This is an optimization exercise on Yosys and OpenROAD, whose aim is a short achievable clock period and few clock cycles, not a production implementation. Function was checked by simulation only, so behaviour that the tests miss may differ from the original. Power figures rest on the tool's default switching activity, not on a simulated workload.

==> flow/design.v <==
module Reptile (
    input  [15:0] data_in,
    output [15:0] data_out,
    input         clk,
    input         rst,
    output        memwt,
    output [11:0] address,
    output [15:0] reg0
);
    localparam IW = 7;               
    localparam N  = 1 << IW;         
    localparam TW = 12 - IW;         
    localparam [11:0] PFWIN = N - 8;  
    reg [11:0] pc, pcp1, pcp2, pcp3;  
    reg        hit0, hit1;           
    reg [11:0] pf;                   
    reg        jzp;                  
    reg [11:0] jt0, jt1, jt2, jt3;   
    reg        e_alu, e_ld, e_st, e_ldi, e_ldim;
    reg [2:0]  e_f, e_x, e_d;        
    reg [15:0] opx, opy;             
    reg        fwdx, fwdy;           
    reg [15:0] lastw;                
    reg [15:0] imm;                  
    reg [11:0] iaddr;                
    reg        zeroflag;
    reg [15:0] regbank [7:0];
    reg        s_op, s_lw, s_ia, s_pf, s_pc;
    reg            c_val [0:N-1];
    reg [TW-1:0]   c_tag [0:N-1];
    reg [15:0]     c_dat [0:N-1];
    reg [11:0]     c_tgt [0:N-1];    
    reg [5:0]      c_cls [0:N-1];    
    reg        su_v, su_m;
    reg [11:0] su_a, su2_a;
    wire [15:0] rx = fwdx ? lastw : opx;
    wire [15:0] ry = fwdy ? lastw : opy;
    reg [15:0] result;
    always @* begin
        case (e_f)
            3'h0: result = rx + ry;
            3'h1: result = rx - ry;
            3'h2: result = rx & ry;
            3'h3: result = rx | ry;
            3'h4: result = rx ^ ry;
            3'h7: case (e_x)
                      3'h0: result = {15'b0, ~|ry};
                      3'h1: result = ry;
                      3'h2: result = ry + 16'd1;
                      3'h3: result = ry - 16'd1;
                      default: result = 16'h0000;
                  endcase
            default: result = 16'h0000;
        endcase
    end
    wire ry_zero = ~|ry;
    wire z_add = &(~(rx ^ ry ^ {rx[14:0] | ry[14:0], 1'b0}));
    wire z_eq  = (rx == ry);
    wire z_and = ~|(rx & ry);
    wire z_or  = ~|rx & ry_zero;
    reg  z_alu;
    always @* begin
        case (e_f)
            3'h0: z_alu = z_add;
            3'h1: z_alu = z_eq;
            3'h2: z_alu = z_and;
            3'h3: z_alu = z_or;
            3'h4: z_alu = z_eq;
            3'h7: case (e_x)
                      3'h0: z_alu = ~ry_zero;
                      3'h1: z_alu = ry_zero;
                      3'h2: z_alu = &ry;
                      3'h3: z_alu = (ry == 16'd1);
                      default: z_alu = 1'b1;
                  endcase
            default: z_alu = 1'b1;
        endcase
    end
    wire        e_wr  = e_alu | e_ldi | e_ldim | e_ld;
    wire [15:0] wdata = e_alu ? result : e_ldi ? imm : data_in;
    wire        port_e = e_ld | e_st | e_ldim;
    wire [IW-1:0] i0 = pc[IW-1:0];
    wire [IW-1:0] i1 = pcp1[IW-1:0];
    wire        mispred = jzp & zeroflag;
    wire        f_go  = (hit0 | ~port_e) & ~mispred;    
    wire [3:0]  dop   = data_in[15:12];
    wire [5:0]  dcls  = {dop == 4'h5, dop == 4'h4, dop == 4'h1,
                         dop == 4'h2, dop == 4'h3, dop == 4'h7};
    wire [5:0]  fcls  = hit0 ? c_cls[i0] : dcls;
    wire [11:0] fw    = hit0 ? c_dat[i0][11:0] : data_in[11:0];
    wire        f_jmp = fcls[5], f_jz = fcls[4], f_ldi = fcls[3];
    wire        f_mem = fcls[2] | fcls[1];
    wire        f_br  = f_jmp | (f_jz & ~e_alu & zeroflag);
    wire        f_pred = f_jz & e_alu;
    wire [11:0] ct0   = c_tgt[i0];
    wire [11:0] tg0   = hit0 ? ct0 : pcp1 + data_in[11:0];
    wire [11:0] tg1   = hit0 ? ct0 + 12'd1 : pcp2 + data_in[11:0];
    wire [11:0] tg2   = hit0 ? ct0 + 12'd2 : pcp3 + data_in[11:0];
    wire [11:0] tg3   = hit0 ? ct0 + 12'd3 : pcp3 + 12'd1 + data_in[11:0];
    wire [11:0] pf_d   = pf - pc;
    wire        pf_ok  = pf_d < PFWIN;
    wire        pf_ahead = pf_d != 12'd0 && pf_d <= PFWIN;
    wire        demand = ~port_e & ~hit0;
    wire        pfetch = ~port_e & hit0 & pf_ok;
    wire        fill   = demand | pfetch | e_ldim;
    wire [11:0] fa     = e_ldim ? iaddr : hit0 ? pf : pc;
    wire [IW-1:0] fi   = fa[IW-1:0];
    assign address  = ({12{s_op}} & opy[11:0]) | ({12{s_lw}} & lastw[11:0]) |
                      ({12{s_ia}} & iaddr) | ({12{s_pf}} & pf) | ({12{s_pc}} & pc);
    assign memwt    = e_st;
    assign data_out = rx;
    assign reg0     = regbank[0];
    function known;
        input [11:0] a;
        reg [IW-1:0] ix;
        begin
            ix = a[IW-1:0];
            known = (fill && fa == a) ||
                    (c_val[ix] && c_tag[ix] == a[11:IW] && !(fill && fi == ix));
        end
    endfunction
    wire k1 = known(pcp1);
    wire k2 = known(pcp2);
    wire k3 = known(pcp3);
    wire        n_ldim = f_go & f_ldi & ~hit1;
    wire        n_mem  = f_go & f_mem;
    wire        n_fwdx = e_wr & (e_d == fw[8:6]);
    wire        n_fwdy = e_wr & (e_d == fw[5:3]);
    reg         n_hit0;
    always @* begin
        if (mispred)     n_hit0 = 1'b0;
        else if (!f_go)  n_hit0 = hit0;
        else if (f_br)   n_hit0 = 1'b0;
        else if (f_ldi)  n_hit0 = k2;
        else             n_hit0 = k1;
    end
    always @(posedge clk) begin
        if (e_wr) begin
            regbank[e_d] <= wdata;
            lastw <= wdata;
        end
    end
    integer k;
    always @(posedge clk) begin
        if (rst) begin
            for (k = 0; k < N; k = k + 1) c_val[k] <= 1'b0;
        end else if (fill) begin
            c_val[fi] <= 1'b1;
        end else if (su_m) begin
            c_val[su2_a[IW-1:0]] <= 1'b0;
        end
    end
    always @(posedge clk) begin
        if (fill) begin
            c_tag[fi] <= fa[11:IW];
            c_dat[fi] <= data_in;
            c_tgt[fi] <= fa + 12'd1 + data_in[11:0];
            c_cls[fi] <= dcls;
        end
    end
    always @(posedge clk) begin
        su_v  <= e_st & ~rst;
        su_a  <= ry[11:0];
        su_m  <= su_v & ~rst & c_val[su_a[IW-1:0]] & (c_tag[su_a[IW-1:0]] == su_a[11:IW]);
        su2_a <= su_a;
    end
    always @(posedge clk) begin
        if (f_go) begin
            e_f   <= fw[11:9];
            e_x   <= fw[8:6];
            e_d   <= fw[2:0];
            opx   <= regbank[fw[8:6]];
            opy   <= regbank[fw[5:3]];
            fwdx  <= n_fwdx;
            fwdy  <= n_fwdy;
            imm   <= c_dat[i1];
            iaddr <= pcp1;
            jt0 <= tg0; jt1 <= tg1; jt2 <= tg2; jt3 <= tg3;
        end
    end
    always @(posedge clk) begin
        if (rst) begin
            pc <= 12'd0; pcp1 <= 12'd1; pcp2 <= 12'd2; pcp3 <= 12'd3;
            pf <= 12'd0;
            hit0 <= 1'b0;
            hit1 <= 1'b0;
            jzp <= 1'b0;
            zeroflag <= 1'b0;
            e_alu <= 1'b0; e_ld <= 1'b0; e_st <= 1'b0; e_ldi <= 1'b0; e_ldim <= 1'b0;
            s_op <= 1'b0; s_lw <= 1'b0; s_ia <= 1'b0; s_pf <= 1'b0; s_pc <= 1'b1;
        end else begin
            if (e_alu) zeroflag <= z_alu;
            if (demand && !pf_ahead) pf <= pcp1;
            else if (pfetch) pf <= pf + 12'd1;
            hit0 <= n_hit0;
            s_op <= n_mem & ~n_fwdy;
            s_lw <= n_mem & n_fwdy;
            s_ia <= n_ldim;
            s_pf <= ~n_mem & ~n_ldim & n_hit0;
            s_pc <= ~n_mem & ~n_ldim & ~n_hit0;
            if (mispred) begin
                pc <= jt0; pcp1 <= jt1; pcp2 <= jt2; pcp3 <= jt3;
                hit1 <= 1'b0;
            end else if (!f_go) begin
                hit1 <= k1;
            end else if (f_br) begin
                pc <= tg0; pcp1 <= tg1; pcp2 <= tg2; pcp3 <= tg3;
                hit1 <= 1'b0;
            end else if (f_ldi) begin
                pc <= pcp2; pcp1 <= pcp3; pcp2 <= pcp3 + 12'd1; pcp3 <= pcp3 + 12'd2;
                hit1 <= k3;
            end else begin
                pc <= pcp1; pcp1 <= pcp2; pcp2 <= pcp3; pcp3 <= pcp3 + 12'd1;
                hit1 <= k2;
            end
            jzp    <= f_go & f_pred;
            e_alu  <= f_go & fcls[0];
            e_st   <= f_go & fcls[1];
            e_ld   <= f_go & fcls[2];
            e_ldi  <= f_go & f_ldi & hit1;
            e_ldim <= n_ldim;
        end
    end
endmodule
==> flow/run.sh <==
#!/bin/bash
# synth_recipe.tcl (not shown) runs the flow's synth.tcl, then flattens the netlist and writes it again
# the make line also repeats each setting of config.mk as NAME=value (left out here)
make -C /OpenROAD-flow-scripts/flow DESIGN_CONFIG=/design/flow/config.mk WORK_HOME=/design/flow/orfs CLKGATE_MAP_FILE= SYNTH_SCRIPT=/design/flow/synth_recipe.tcl finish
==> flow/config.mk <==
export PLATFORM = sky130hd
export DESIGN_NAME = Reptile
export DESIGN_NICKNAME = Reptile
export VERILOG_FILES = /design/flow/design.v
export SDC_FILE = /design/flow/constraint.sdc
export NUM_CORES = 4
export LEC_CHECK = 0
export CAP_MARGIN = 20
export CORE_MARGIN = 2
export CORE_UTILIZATION = 40
export SETUP_SLACK_MARGIN = 3.5
export SLEW_MARGIN = 20
export TNS_END_PERCENT = 5
==> flow/constraint.sdc <==
create_clock -name core_clock -period 7.0 [get_ports {clk}]
set_input_delay 1.4000 -clock core_clock [delete_from_list [all_inputs] [get_ports {clk}]]
set_output_delay 1.4000 -clock core_clock [all_outputs]
set_load 0.01 [all_outputs]
==> tab_implementation.tex <==
\begin{tabular}{lr}
\hline
Metric & Value \\
\hline
\multicolumn{2}{l}{\textbf{Timing}} \\
\quad Maximum clock frequency & 218.7 MHz \\
\quad Final min period & 4573 ps \\
\quad Post-Route Setup TNS & 0 ps \\
\quad Final cycle utilization of the critical path & 0.6533 \\
\quad Unrepaired setup endpoints after global routing & yes \\
\quad Worst Skew & 91.75 ps \\
\quad Least-Margin Pin Slew & 1257 ps \\
\quad Max-slew violation count & 0 \\
\quad Worst rel slew slack & 0.1593 \\
\quad Number of endpoints with negative hold slack in the final report & 0 \\
\quad Number of setup violations in the final report & 0 \\
\multicolumn{2}{l}{\textbf{Critical path}} \\
\quad Setup crit start kind & flip-flop \\
\quad CP endpoint kind & flip-flop \\
\quad Reg2Reg Setup Slack & 2430 ps \\
\quad Kind of critical path & reg -> reg \\
\quad Critical path peak fanout & 30 \\
\quad Worst endpoint required time & 7990 ps \\
\quad WP data arrival & 5560 ps \\
\multicolumn{2}{l}{\textbf{Final layout}} \\
\quad Number of nets at the end of the flow & 14,080 \\
\quad Sequential cell area & 164,200 um\^{}2 \\
\quad Layout-stage area growth over the synthesis result & 18.56\% \\
\quad Fill cell total of the finished layout & 51,800 \\
\quad Multi-input gate area in the final layout & 87,970 um\^{}2 \\
\quad Commonest non-fill, non-tap cells in the layout & sky130\_fd\_sc\_hd\_\_edfxtp\_1 (5,383), sky130\_fd\_sc\_hd\_\_mux4\_2 (2,605), sky130\_fd\_sc\_hd\_\_buf\_4 (656), sky130\_fd\_sc\_hd\_\_clkbuf\_16 (634), sky130\_fd\_sc\_hd\_\_mux2i\_1 (498) \\
\quad Fraction of layout instances using a drive strength above 1 & 0.3748 \\
\quad Commonest non-fill, non-tap cell in the layout & sky130\_fd\_sc\_hd\_\_edfxtp\_1 \\
\multicolumn{2}{l}{\textbf{Synthesis}} \\
\quad Commonest register cell after synthesis & sky130\_fd\_sc\_hd\_\_edfxtp\_1 \\
\quad Sequential element share of the synthesized area & 0.6483 \\
\quad Synthesis Warnings & 1 \\
\quad Number of enable-type register cells in the synthesized netlist & 5,383 \\
\quad Synth unique cells & 95 \\
\quad Mean area per synthesized cell & 19.56 um\^{}2 \\
\quad Post-synthesis net count & 13,090 \\
\quad \#FFs+latches synth & 5,505 \\
\quad Share of flip-flops with an asynchronous set or reset after synthesis & 0 \\
\quad Number of standard cells after synthesis & 12,940 \\
\quad Synthesized area & 253,100 um\^{}2 \\
\multicolumn{2}{l}{\textbf{Power}} \\
\quad Worst-case vdd ir drop & 0.4278 mV \\
\quad Pwr Total & 138,100 uW \\
\quad Leak Pwr & 0.09486 uW \\
\quad Power density relative to cell area & 460.3 nW/um\^{}2 \\
\multicolumn{2}{l}{\textbf{Floorplanning}} \\
\quad Die width & 799.5 um \\
\quad I/O pin count & 63 \\
\quad Y dimension of the die & 799.5 um \\
\quad Starting density of the core & 0.4009 \\
\quad Full die area & 639,100 um\^{}2 \\
\quad Standard-cell row count & 292 \\
\quad Area of the core & 631,300 um\^{}2 \\
\multicolumn{2}{l}{\textbf{Detailed routing}} \\
\quad Antenna Nets Post-Route & 0 \\
\quad Remaining routing DRC violations & 0 \\
\quad Final routed wire length divided by cell count & 41.52 um \\
\quad Post-detailed-routing wire length & 948,000 um \\
\quad Pre-Repair DR Iteration Count & 6 \\
\quad Violation count after the first detailed-route iteration & 24,530 \\
\quad Routed via count & 152,400 \\
\quad Vias per inst & 6.675 \\
\multicolumn{2}{l}{\textbf{Run status}} \\
\quad Result of the run & complete, no violations \\
\multicolumn{2}{l}{\textbf{Clock network}} \\
\quad Worst-case clock buffer depth & 4 \\
\quad CTS Hold Bufs & 0 \\
\quad Cell at the root of the clock tree & sky130\_fd\_sc\_hd\_\_clkbuf\_16 \\
\quad CTS tree & yes \\
\quad TritonCTS buffer count & 587 \\
\quad Worst skew pair latency & 1170 ps \\
\quad Max H-tree Level & 6 \\
\quad Number of clock sinks seen by CTS & 5,505 \\
\quad Clk pin slew, worst setup/hold paths & 60 ps \\
\multicolumn{2}{l}{\textbf{Place}} \\
\quad HPWL after detailed placement & 548,700 um \\
\quad \# port buffers & 62 \\
\quad Gp weighted congestion & 0.9516 \\
\multicolumn{2}{l}{\textbf{GRT}} \\
\quad Initial antenna violation count & 54 \\
\quad Vias in the first global route & 145,200 \\
\quad Overflow left after global routing & 0 \\
\quad Wire length of the first global-routing pass & 1,265,000 um \\
\quad Maximum number of pins on one net before global-route repair & 129 \\
\quad Overall track demand over capacity in global routing & 0.2879 \\
\multicolumn{2}{l}{\textbf{Job}} \\
\quad Max-cap violations & 0 \\
\multicolumn{2}{l}{\textbf{Hold path}} \\
\quad Type of the tightest min-delay check & reg -> reg \\
\hline
\end{tabular}
==> layer usage <==
layer  routed length (um)  GRT usage  vias to the layer above
li1                     -          -                    57260
met1               341600     0.3820                    82120
met2               421300     0.4312                    10860
met3               118700    0.08010                     2135
met4                65950     0.1583                       26
met5                  410   0.002474                        -
==> final timing paths <==
kind	from	end	cells past startpoint
worst min-delay path	hit1	s_ia	1
worst min register to register	hit1	s_ia	1
worst max-delay path	flip-flop	opy[13]	16
worst max register to register	flip-flop	opy[13]	16
==> critical path: stages (launching register included) <==
cell and delay, ps:
sky130_fd_sc_hd__dfxtp_4 360, sky130_fd_sc_hd__buf_4 220, sky130_fd_sc_hd__buf_12 270, sky130_fd_sc_hd__buf_4 300, sky130_fd_sc_hd__mux4_2 320, sky130_fd_sc_hd__mux4_2 530
sky130_fd_sc_hd__mux4_2 540, sky130_fd_sc_hd__mux2i_4 340, sky130_fd_sc_hd__nor2_4 140, sky130_fd_sc_hd__a21oi_4 180, sky130_fd_sc_hd__buf_12 170, sky130_fd_sc_hd__clkinvlp_4 170
sky130_fd_sc_hd__nor2_1 200, sky130_fd_sc_hd__buf_6 280, sky130_fd_sc_hd__nand2_1 90, sky130_fd_sc_hd__o221ai_1 80, sky130_fd_sc_hd__a211o_1 120
==> cells by family (layout without fill, tap and decap cells) <==
logic type | Yosys count | after routing | share of synthesized area
xor gates and xnor gates | 212 | 213 | 0.007336
adders and majority gates | 130 | 130 | 0.006634
DFF | 5505 | 5505 | 0.6483
buffers and inverters | 1076 | 2516 | 0.01976
and+or+nand+nor | 1601 | 1601 | 0.02835
AOI/OAI and AO/OA | 1181 | 1186 | 0.03242
muxes | 3234 | 3234 | 0.2572
other | 0 | 66 | 0
==> report_power, final <==
part           leakage [uW]  switching [uW]  internal (uW)  total (uW)
combinational        0.0356           37200          26700       63800
clock               0.00908           13600          17400       31000
sequential           0.0501            2050          41300       43300
==> per-stage QoR <==
step / std cells / worst slack, ps / util / cell area [um^2] / hold slack, ps
final: 22830 / 2427 / 0.4753 / 300100 / 435.9
after global routing: 22810 / 2418 / 0.4752 / 300000 / 484.9
after CTS: 22600 / 2589 / 0.4703 / 296900 / 431.9
after detailed placement: 21090 / 813.7 / 0.4247 / 268100 / 421.0
after global placement: 21080 / 797.4 / 0.4246 / 268100 / 440.5
after floorplan: 12940 / 1602 / - / 253400 / 329.0
==> Yosys cell counts (55+ instances only) <==
cell,count,share of area
sky130_fd_sc_hd__edfxtp_1,5383,0.64
sky130_fd_sc_hd__mux4_2,2605,0.23
sky130_fd_sc_hd__nor2_1,587,0.0087
sky130_fd_sc_hd__mux2i_1,543,0.021
sky130_fd_sc_hd__nand2_1,479,0.0071
sky130_fd_sc_hd__clkbuf_1,446,0.0066
sky130_fd_sc_hd__a21oi_1,221,0.0044
sky130_fd_sc_hd__buf_1,182,0.0027
sky130_fd_sc_hd__inv_1,155,0.0023
sky130_fd_sc_hd__a22oi_1,149,0.0044
sky130_fd_sc_hd__o21ai_0,149,0.0029
sky130_fd_sc_hd__xnor2_1,145,0.0050
sky130_fd_sc_hd__buf_2,138,0.0027
sky130_fd_sc_hd__ha_1,123,0.0061
sky130_fd_sc_hd__dfxtp_1,122,0.0096
sky130_fd_sc_hd__nor3_1,111,0.0022
sky130_fd_sc_hd__nand3_1,107,0.0021
sky130_fd_sc_hd__a21o_1,96,0.0028
sky130_fd_sc_hd__buf_4,88,0.0026
sky130_fd_sc_hd__mux2_2,71,0.0032
sky130_fd_sc_hd__xor2_1,67,0.0023
sky130_fd_sc_hd__a22o_1,60,0.0021
sky130_fd_sc_hd__o22ai_1,57,0.0014
sky130_fd_sc_hd__a211oi_1,55,0.0016
==> state kept, by name (all words and copies together), names as in the netlist, 16 cells and up, named ones only <==
name	cells
c_dat	2048
c_tgt	1536
c_cls	768
c_tag	640
c_val	128
regbank	128
imm	16
lastw	16
opx	16
opy	16
==> area by class of cell <==
class                      count  share of cell area
sequential                  5505              0.5473
multi-input combinational   6364              0.2932
timing repair buffer        1309             0.05920
clock buffer                 735             0.05192
tap                         8379             0.03494
clock inverter               306             0.01057
inverter                     164            0.002368
antenna                       66           0.0005504
timing repair inverter         2          0.00004586
==> timing repair <==
item,CTS,global route
setup endpoints to repair,7036,6823
hold endpoints to repair,0,0
gates resized for setup,754,210
setup buffers,385,115
gates cloned,90,44
pin swaps,222,106
Testbench counts, summed over its fixed seeds: cycles 142,869.

==> separate check: timing with driven ports <==
Ports are ideal in the flow. The routed layout listed here was re-timed in OpenROAD.
Step 1 (the two cells are an assumption about what drives the block):
set clk [get_ports {clk}]
set_driving_cell -lib_cell sky130_fd_sc_hd__clkbuf_16 $clk
set_driving_cell -lib_cell sky130_fd_sc_hd__buf_2 [delete_from_list [all_inputs] $clk]
Step 2 also shifts input and output timing later by t, the mid clock arrival at the registers, as if the neighbouring blocks saw the same clock.
a / b / c = ideal ports / drivers / drivers and shift; a / b = the first two.
t, ns: 1.256
slack for setup (ns): 2.427 / 2.427 / 1.705
hold slack, ns: 0.436 / 0.436 / 0.436
worst setup path after step 2: input to register
After both steps this run still meets setup and hold. The setup slack of this run moves by 0.000 ns with the drivers and by -0.722 ns with both steps.
